From an optimization exercise on the open Yosys and OpenROAD flow, aimed at small area and a short achievable clock period; shortcuts taken in it are not production practice. The RTL was checked by simulation tests, not by an equivalence proof against the original design. No activity file was given, so power comes from the tool's default toggle rates.

==> flow/design.v (outline; a module is shown in full before it is edited, if it fits) <==
// module Full_Adder: 10 lines
// module Half_Adder: 9 lines
// module Booth_Encoder: 16 lines
// module SimpleQuaternion_mul: 6532 lines
module SimpleQuaternion_mul(
    input signed [15:0] x0, x1, x2, x3,
    input signed [15:0] b0, b1, b2, b3,
    input clk,
    output reg signed [15:0] y0, y1, y2, y3
);
  // ...
==> flow/flow/run.sh <==
#!/bin/bash
set -euo pipefail
export BUFFER_PORTS_ARGS="-buffer_cell sky130_fd_sc_hd__buf_2"
bash standard.sh finish > standard_flow.log 2>&1
==> flow/standard.sh <==
#!/bin/bash
# synth_recipe.tcl (not shown) runs the flow's synth.tcl, then flattens the netlist and writes it again
# the make line also repeats each setting of config.mk as NAME=value (left out here)
make -C /OpenROAD-flow-scripts/flow DESIGN_CONFIG=/design/flow/config.mk WORK_HOME=/design/flow/orfs CLKGATE_MAP_FILE= SYNTH_SCRIPT=/design/flow/synth_recipe.tcl "${@:-finish}"
==> flow/config.mk <==
export PLATFORM = sky130hd
export DESIGN_NAME = SimpleQuaternion_mul
export DESIGN_NICKNAME = SimpleQuaternion_mul
export VERILOG_FILES = /design/flow/design.v
export SDC_FILE = /design/flow/constraint.sdc
export NUM_CORES = 4
export LEC_CHECK = 0
export CAP_MARGIN = 20
export CORE_MARGIN = 2
export CORE_UTILIZATION = 40
export SLEW_MARGIN = 20
export SYNTH_HIERARCHICAL = 1
export SYNTH_MINIMUM_KEEP_SIZE = 0
==> flow/constraint.sdc <==
create_clock -name core_clock -period 22.0 [get_ports {clk}]
set_input_delay 4.4000 -clock core_clock [delete_from_list [all_inputs] [get_ports {clk}]]
set_output_delay 4.4000 -clock core_clock [all_outputs]
set_load 0.01 [all_outputs]
==> impl_metrics.json, run 1 <==
{
  "status": "no timing/DRC/antenna violations",
  "seqPwrFrac_pct": 17.0,
  "synth_top_area_cell": "fa_1",
  "final_nets": 5503,
  "timing.fmax_ghz": 0.179,
  "hold_class": "reg -> reg",
  "pwr-share-clk_pct": 10.3,
  "wl_met3_um": 42900,
  "worst_setup_path_end_kind": "primary output",
  "cts.repair.resized": 0,
  "hold-path-endpoint": "y1[8]",
  "mostFrequentLayoutCells": "a22oi_1 (1,024), fa_1 (956), xnor2_1 (793)",
  "seq_cell_count": 452,
  "rsz0062_at_grt": "no",
  "dpl.cell_count": 5989,
  "post-cts-setup-buffers": 0,
  "ant_nets": 0,
  "final_common_cell": "a22oi_1",
  "grt_pass1_vias": 45089,
  "stdcell_area_mm2": 0.0551,
  "critPathLaunch": "y0[3]",
  "cpPeakStageDelay_ns": 0.37,
  "switchingPower_mw": 4.31,
  "comb_cell_power_mw": 6.80,
  "instances_no_fill": 6102,
  "fin_crit_ns": 5.58,
  "r2r_slack_ns": 16.54,
  "multi_input_gates": 3574
}
==> inputs of run 2 (changes only) <==
--- a/flow/config.mk
+++ b/flow/config.mk
@@ -8,5 +8,5 @@
 export CAP_MARGIN = 20
 export CORE_MARGIN = 2
-export CORE_UTILIZATION = 40
+export CORE_UTILIZATION = 55
 export SLEW_MARGIN = 20
 export SYNTH_HIERARCHICAL = 1
==> impl_metrics.json, run 2 <==
{
  "power.density_mw_per_mm2": 171,
  "wl_per_cell_um": 40.5,
  "core-area_mm2": 0.0930,
  "setup_violations": 0,
  "cts-htree-levels": 2,
  "synth_warnings": 7,
  "synth_nets": 5743,
  "clk_pin_slew_ns": 0.07,
  "drt-pass1-iter-count": 13,
  "stdcell_area_mm2": 0.0547,
  "final-hold-violation-count": 0,
  "dpl-instance-area_mm2": 0.0527,
  "vias_per_cell": 7.46,
  "worst_setup_path_end_kind": "flop",
  "num-fill-cells": 7917,
  "mostFrequentLayoutCells": "a22oi_1 (1,024), fa_1 (956), xnor2_1 (793)",
  "final.setup_skew_ns": 0.0332,
  "cts_tree": "built",
  "critical_path.cell_chain": "buf_4, a22oi_1, xor2_1, fa_1, fa_1, fa_1, fa_1, xor2_1, xnor2_1, xnor2_1, xnor2_1, xnor3_1, xnor2_1",
  "cp.required_ns": 22.56,
  "fin_tns_setup_ns": 0,
  "synthDistinctLibCells": 23,
  "timing.fmax_ghz": 0.176,
  "post-cts-setup-buffers": 0,
  "synth_edf_count": 0,
  "postCtsHoldBufs": 0,
  "grt_max_degree": 61,
  "grt_pass1_vias": 43425,
  "numCtsBuffers": 53,
  "ant_nets": 0,
  "syn_inst": 4626,
  "grt_overflow_total": 0,
  "area_growth_pct": 6.08,
  "synth_most_common_cell": "a22oi_1",
  "clk_latency_ns": 0.68,
  "synthArstFlopShare_pct": 0,
  "cts.repair.resized": 0,
  "vias": 42444,
  "ys_ff_latch": 452,
  "syn_avg_cell_area_um2": 11.1,
  "wirelength_um": 231000,
  "synth_flop_cell": "dfxtp_1",
  "gp_congestion": 0.953,
  "vdd_drop_max_mv": 0.162,
  "drv_cap": 0,
  "finalCritPeriodShare_pct": 25.8,
  "relSlewSlack_pct": 4.99,
  "status": "no timing/DRC/antenna violations",
  "antenna_found_initial": 6,
  "io_pins": 193,
  "worstPathArrival_ns": 6.25,
  "grt_use_total_pct": 48.2,
  "worst-path-max-fanout": 36,
  "timing_worst_setup_path_type": "reg -> reg",
  "drc": 0,
  "die_y_um": 310,
  "power.leakage_nw": 20.1,
  "hold_class": "reg -> reg",
  "rows": 112,
  "slowest_stage": "dfxtp_2",
  "synthTopCellsByCount": "a22oi_1 (1,024), fa_1 (956), xnor2_1 (793), dfxtp_1 (452), clkbuf_1 (447)",
  "drt_first_iter_violations": 8416,
  "dieArea_mm2": 0.0962,
  "start_util_pct": 55.4,
  "cpPeakStageDelay_ns": 0.83,
  "grt_pass1_wl_um": 323000,
  "final_layout_size_suffix_gt1_share_pct": 11.2,
  "worst_setup_path_start_kind": "flop",
  "final_nets": 5503,
  "rsz0062_at_grt": "no",
  "synth_top_area_cell": "fa_1",
  "ys_seq_area_share_pct": 17.6,
  "port_buffers": 192,
  "final_common_cell": "a22oi_1",
  "synth_area_leaders": "fa_1 (37%), dfxtp_1 (18%), a22oi_1 (15%)",
  "cts_buffer_depth": 3,
  "fin_crit_ns": 5.68,
  "fin_hold_ws_ns": 0.321,
  "cts_sinks": 452,
  "dp.final_hpwl_um": 124000,
  "synth_top_area_share_pct": 37.1,
  "worst_slew_pin_slew_ns": 1.42,
  "root_buffer": "clkbuf_16",
  "fp.dieW_um": 310,
  "syn_area_mm2": 0.0515,
  "drv_slew": 0
}
==> run 2: cell counts after synthesis <==
Identical to the previous run, type by type.
==> run 2: cells by family after synthesis <==
group | after synthesis | synth area share (%)
adders and majority gates | 988 | 37.9
DFF | 452 | 17.6
buffers and inverters | 600 | 4.68
and+or+nand+nor | 300 | 3.48
AOI/OAI and AO/OA | 1068 | 15.4
xor gates and xnor gates | 1218 | 21.0
==> run 2: worst max-delay path: cells and delay by family, from the launching register on <==
kind,cells,cell delay (ns)
adder cells (fa/ha/maj),4,1.97
XOR/XNOR,7,1.55
flip-flops,1,0.83
buffers and inverters,1,0.67
AO/OA/AOI/OAI,1,0.41
==> run 2: path summary, 6_finish.rpt <==
| kind | start | to | slack [ns] | depth (start not counted) |
|---|---|---|---|---|
| hold reg to reg | q2_s1692 | y1[14] | 0.32 | 0 |
| setup / recovery | one2[0] | q1_x873 | 16.32 | 13 |
| hold / removal | q2_s1692 | y1[14] | 0.32 | 0 |
| setup reg to reg | one2[0] | q1_x873 | 16.32 | 13 |
==> run 2: cell type report <==
cell class | instances | area, um^2 | area share (%)
Tap cell | 1254 | 1570 | 2.87
Clock buffer | 64 | 1490 | 2.73
Sequential cell | 452 | 9240 | 16.9
Timing Repair Buffer | 305 | 1810 | 3.31
Antenna cell | 7 | 17.5 | 0.0320
Multi-Input combinational cell | 3574 | 40100 | 73.3
Clock inverter | 35 | 467 | 0.853
==> run 2: per-stage QoR <==
step	instances	utilization, %	total power [mW]	setup WS, ns
CTS	5684	58.7	9.27	16.42
detailed placement	5585	56.6	8.21	16.68
global placement	5585	56.6	8.17	16.77
global route	5684	58.7	10.1	16.33
floorplan	4626	-	6.03	17.27
finish	5691	58.8	9.33	16.32
==> run 2: routing by layer <==
layer  part of all wire [%]  vias up  global-route usage [%]
li1                       -    15061                       -
met3                     19     1449                    26.5
met5                   0.11        -                    2.28
met1                     35    20892                    61.9
met2                     38     5027                    62.9
met4                    8.4       15                    28.3
==> run 2: report_power, final <==
group | leakage [nW] | internal (mW) | total [mW] | switching [mW]
sequential | 3.82 | 1.31 | 1.58 | 0.272
combinational | 15.3 | 3.18 | 6.76 | 3.58
clock | 0.971 | 0.585 | 0.985 | 0.400
total | 20.1 | 5.07 | 9.33 | 4.25
==> run 2: per-module statistics from Yosys, one instance, submodules excluded <==
module | cells inside | flip-flops and latches
Half_Adder | 1 | 0
Full_Adder | 1 | 0
Booth_Encoder | 38 | 0
SimpleQuaternion_mul | 3486 | 452
==> inputs of run 3 (changes only) <==
--- a/flow/config.mk
+++ b/flow/config.mk
@@ -8,5 +8,7 @@
 export CAP_MARGIN = 20
 export CORE_MARGIN = 2
-export CORE_UTILIZATION = 55
+export CORE_UTILIZATION = 40
+export CTS_CLUSTER_DIAMETER = 100
+export CTS_CLUSTER_SIZE = 20
 export SLEW_MARGIN = 20
 export SYNTH_HIERARCHICAL = 1
==> impl_metrics.json, run 3 <==
{
  "wl_met2_um": 87800,
  "syn_avg_cell_area_um2": 11.1,
  "dpl-instance-area_mm2": 0.0532,
  "timing.fmax_ghz": 0.180,
  "fin_hold_ws_ns": 0.326,
  "cts_buffer_depth": 3,
  "finalCritPeriodShare_pct": 25.2,
  "seqPwrFrac_pct": 17.6,
  "power.leakage_nw": 19.7,
  "rsz0062_at_grt": "no",
  "grt_use_total_pct": 34.8,
  "cts-htree-levels": 2,
  "dieArea_mm2": 0.132,
  "hold-path-endpoint": "y3[6]",
  "fin_tns_setup_ns": 0,
  "wirelength_um": 232000,
  "final-hold-violation-count": 0,
  "pwr-share-clk_pct": 7.6,
  "switchingPower_mw": 4.25,
  "drv_slew": 0,
  "final_common_cell": "a22oi_1",
  "slowest_stage": "dfxtp_1",
  "vias": 42600,
  "worstPathArrival_ns": 1.15,
  "worst_setup_path_end_kind": "primary output",
  "cts.repair.resized": 0,
  "dp.final_hpwl_um": 127000,
  "synth_edf_count": 0,
  "wl_per_cell_um": 38.2,
  "wl_met3_um": 42700,
  "io_pins": 193,
  "grt_max_degree": 69,
  "relSlewSlack_pct": 5.02,
  "path_buf_inv": 1,
  "grt_overflow_total": 0,
  "root_buffer": "clkbuf_16",
  "antenna_found_initial": 9,
  "met1_length_um": 81100,
  "vias_per_cell": 7.03,
  "synthTopCellsByCount": "a22oi_1 (1,024), fa_1 (956), xnor2_1 (793), dfxtp_1 (452), clkbuf_1 (447)",
  "critical_path.cell_chain": "buf_2",
  "post-cts-setup-buffers": 0,
  "hold_depth": 0,
  "drv_cap": 0,
  "start_util_pct": 40.4,
  "syn_inst": 4626,
  "core-area_mm2": 0.128,
  "cpPeakStageDelay_ns": 0.37,
  "clk_latency_ns": 0.65,
  "clk_pin_slew_ns": 0.08,
  "synthArstFlopShare_pct": 0,
  "worst_slew_pin_slew_ns": 1.42,
  "topRoutingLayerUsed": "met5",
  "rows": 131,
  "drt-pass1-iter-count": 10,
  "fp.dieW_um": 363,
  "ys_ff_latch": 452,
  "power.density_mw_per_mm2": 167,
  "cts_sinks": 452,
  "syn_area_mm2": 0.0515,
  "gp_congestion": 0.950,
  "cp_top_family": "flip-flops",
  "p_int_mw": 4.82,
  "synth_area_leaders": "fa_1 (37%), dfxtp_1 (18%), a22oi_1 (15%)",
  "final_nets": 5481,
  "cp.required_ns": 17.60,
  "vdd_drop_max_mv": 0.135,
  "r2r_start": "neg0[2]",
  "fin_crit_ns": 5.55,
  "fin_ws_ns": 16.45,
  "cts_tree": "built",
  "synthDistinctLibCells": 23,
  "pre_cts_ws_ns": 16.81,
  "grt_pass1_vias": 44818,
  "drt_first_iter_violations": 8325,
  "postCtsHoldBufs": 0,
  "status": "no timing/DRC/antenna violations",
  "final_layout_size_suffix_gt1_share_pct": 10.2,
  "worst_setup_path_start_kind": "flop",
  "ant_nets": 0,
  "timing_worst_setup_path_type": "reg -> out",
  "worst-path-max-fanout": 1,
  "synth_top_area_cell": "fa_1",
  "power_frac_comb_pct": 74.9,
  "area_growth_pct": 5.44,
  "r2r_slack_ns": 16.50,
  "mostFrequentLayoutCells": "a22oi_1 (1,024), fa_1 (956), xnor2_1 (793)",
  "reg2reg_to": "q1_x2632",
  "reg2regPathDepth": 12,
  "synth_flop_cell": "dfxtp_1",
  "synth_nets": 5743,
  "synth_most_common_cell": "a22oi_1",
  "setup_violations": 0,
  "stdcell_area_mm2": 0.0544,
  "swShare_pct": 46.9,
  "final.setup_skew_ns": 0.0374,
  "drc": 0,
  "worstHoldStart": "q2_s3074",
  "synth_warnings": 7,
  "ys_seq_area_share_pct": 17.6,
  "synth_top_area_share_pct": 37.1,
  "die_y_um": 363,
  "numCtsBuffers": 35,
  "hold_class": "reg -> reg",
  "fin_total_pwr_mw": 9.07,
  "port_buffers": 192,
  "grt_pass1_wl_um": 328000
}
==> run 3: cell types whose count changed in the layout (fill, tap and decap cells not counted), moves of 4 or more <==
cell | previous run | this run
clkbuf_16 | 56 | 37
clkinv_2 | 9 | 3
inv_8 | 5 | 1
bufinv_16 | 8 | 0
clkinv_4 | 6 | 2
inv_12 | 0 | 6
clkbuf_8 | 6 | 1
buf_4 | 113 | 109
dfxtp_2 | 63 | 57
clkbuf_1 | 2 | 7
dfxtp_4 | 30 | 34
==> run 3: final cells by class <==
type	count	area, um^2
flip-flops and latches	452	9250
clock inverters	15	171
diodes	8	20.0
clock buffers	45	966
well taps	1662	2080
repair buffers	301	1780
fillers	12081	73300
multi-input cells	3574	40100
==> run 3: worst max path at each step <==
stage / from / end / slack, ns / cells after the start
floorplan: y0[0] / y0[0] / 17.27 / 0
CTS: y0[3] / y0[3] / 16.41 / 1
global route: y0[3] / y0[3] / 16.42 / 1
finish: y0[3] / y0[3] / 16.45 / 1
global placement: one3[1] / q1_x2631 / 16.82 / 13
detailed placement: one3[1] / q1_x2631 / 16.81 / 13
==> run 3: Yosys stat by module, one instance, submodules excluded <==
module	cells inside	flip-flops and latches
SimpleQuaternion_mul	3486	452
Full_Adder	1	0
Booth_Encoder	38	0
Half_Adder	1	0
==> run 3: worst register-to-register path, cell delays in order, from the launching register on <==
cell and delay, ns:
dfxtp_2 0.99, buf_4 0.84, xnor2_1 0.23, fa_1 0.55
fa_1 0.44, fa_1 0.46, fa_1 0.50, xor2_1 0.18
xnor2_1 0.25, xnor2_1 0.19, xnor2_1 0.11, xnor2_1 0.49
xnor2_1 0.15
==> run 3: per-layer routing <==
metal  GRT usage, %  vias to the layer above
li1               -                    14991
met1           43.7                    21050
met2           46.8                     5006
met3           18.6                     1545
met4           20.4                        8
met5           1.13                        -
==> run 3: cells by family after synthesis <==
| family | count (synthesis) | synth area share [%] |
|---|---|---|
| simple gates | 300 | 3.48 |
| fa+ha+maj | 988 | 37.9 |
| buf+inv | 600 | 4.68 |
| xor+xnor | 1218 | 21.0 |
| flops | 452 | 17.6 |
| compound gates | 1068 | 15.4 |
==> run 3: power by group through the flow <==
stage | Clock [mW] | Combinational [mW] | Sequential, mW
after floorplan | 0 | 4.58 | 1.46
after global placement | 0 | 6.69 | 1.59
after detailed placement | 0 | 6.78 | 1.59
after CTS | 0.709 | 6.82 | 1.57
after global routing | 0.735 | 7.53 | 1.61
final | 0.685 | 6.79 | 1.59
==> run 3: through the flow <==
step | utilization, % | cells
final | 42.6 | 6057
after global routing | 42.6 | 6050
after CTS | 42.5 | 6049
after detailed placement | 41.7 | 5989
after global placement | 41.7 | 5989
after floorplan | - | 4626

[port drivers added, routing unchanged]
Ports are ideal in the flow. The routed layouts listed here were re-timed in OpenROAD.
Step 1 (the two cells are an assumption about what drives the block):
set clk [get_ports {clk}]
set_driving_cell -lib_cell sky130_fd_sc_hd__clkbuf_16 $clk
set_driving_cell -lib_cell sky130_fd_sc_hd__buf_2 [delete_from_list [all_inputs] $clk]
Step 2 adds t to the input delays and takes it off the output delays; t is the mean of the earliest and latest rising clock arrival at the registers after step 1. Input paths then give back, and output paths get back, about the clock's delay inside the block.
Three values: ideal, step 1, step 2; two values: the first two.
| run | shift t [ns] | setup WS [ns] | worst hold slack (ns) | worst setup path after step 2 | pins driven straight from the clock port |
|---|---|---|---|---|---|
| run 1 | 0.753 | 16.423 / 16.347 / 16.539 | 0.324 / 0.324 / 0.324 | register to register | 1 |
| run 2 | 0.744 | 16.319 / 16.319 / 16.319 | 0.321 / 0.321 / 0.321 | register to register | 1 |
| run 3 | 0.704 | 16.447 / 16.375 / 16.504 | 0.326 / 0.326 / 0.326 | register to register | 1 |
After both steps every run listed still meets setup and hold.
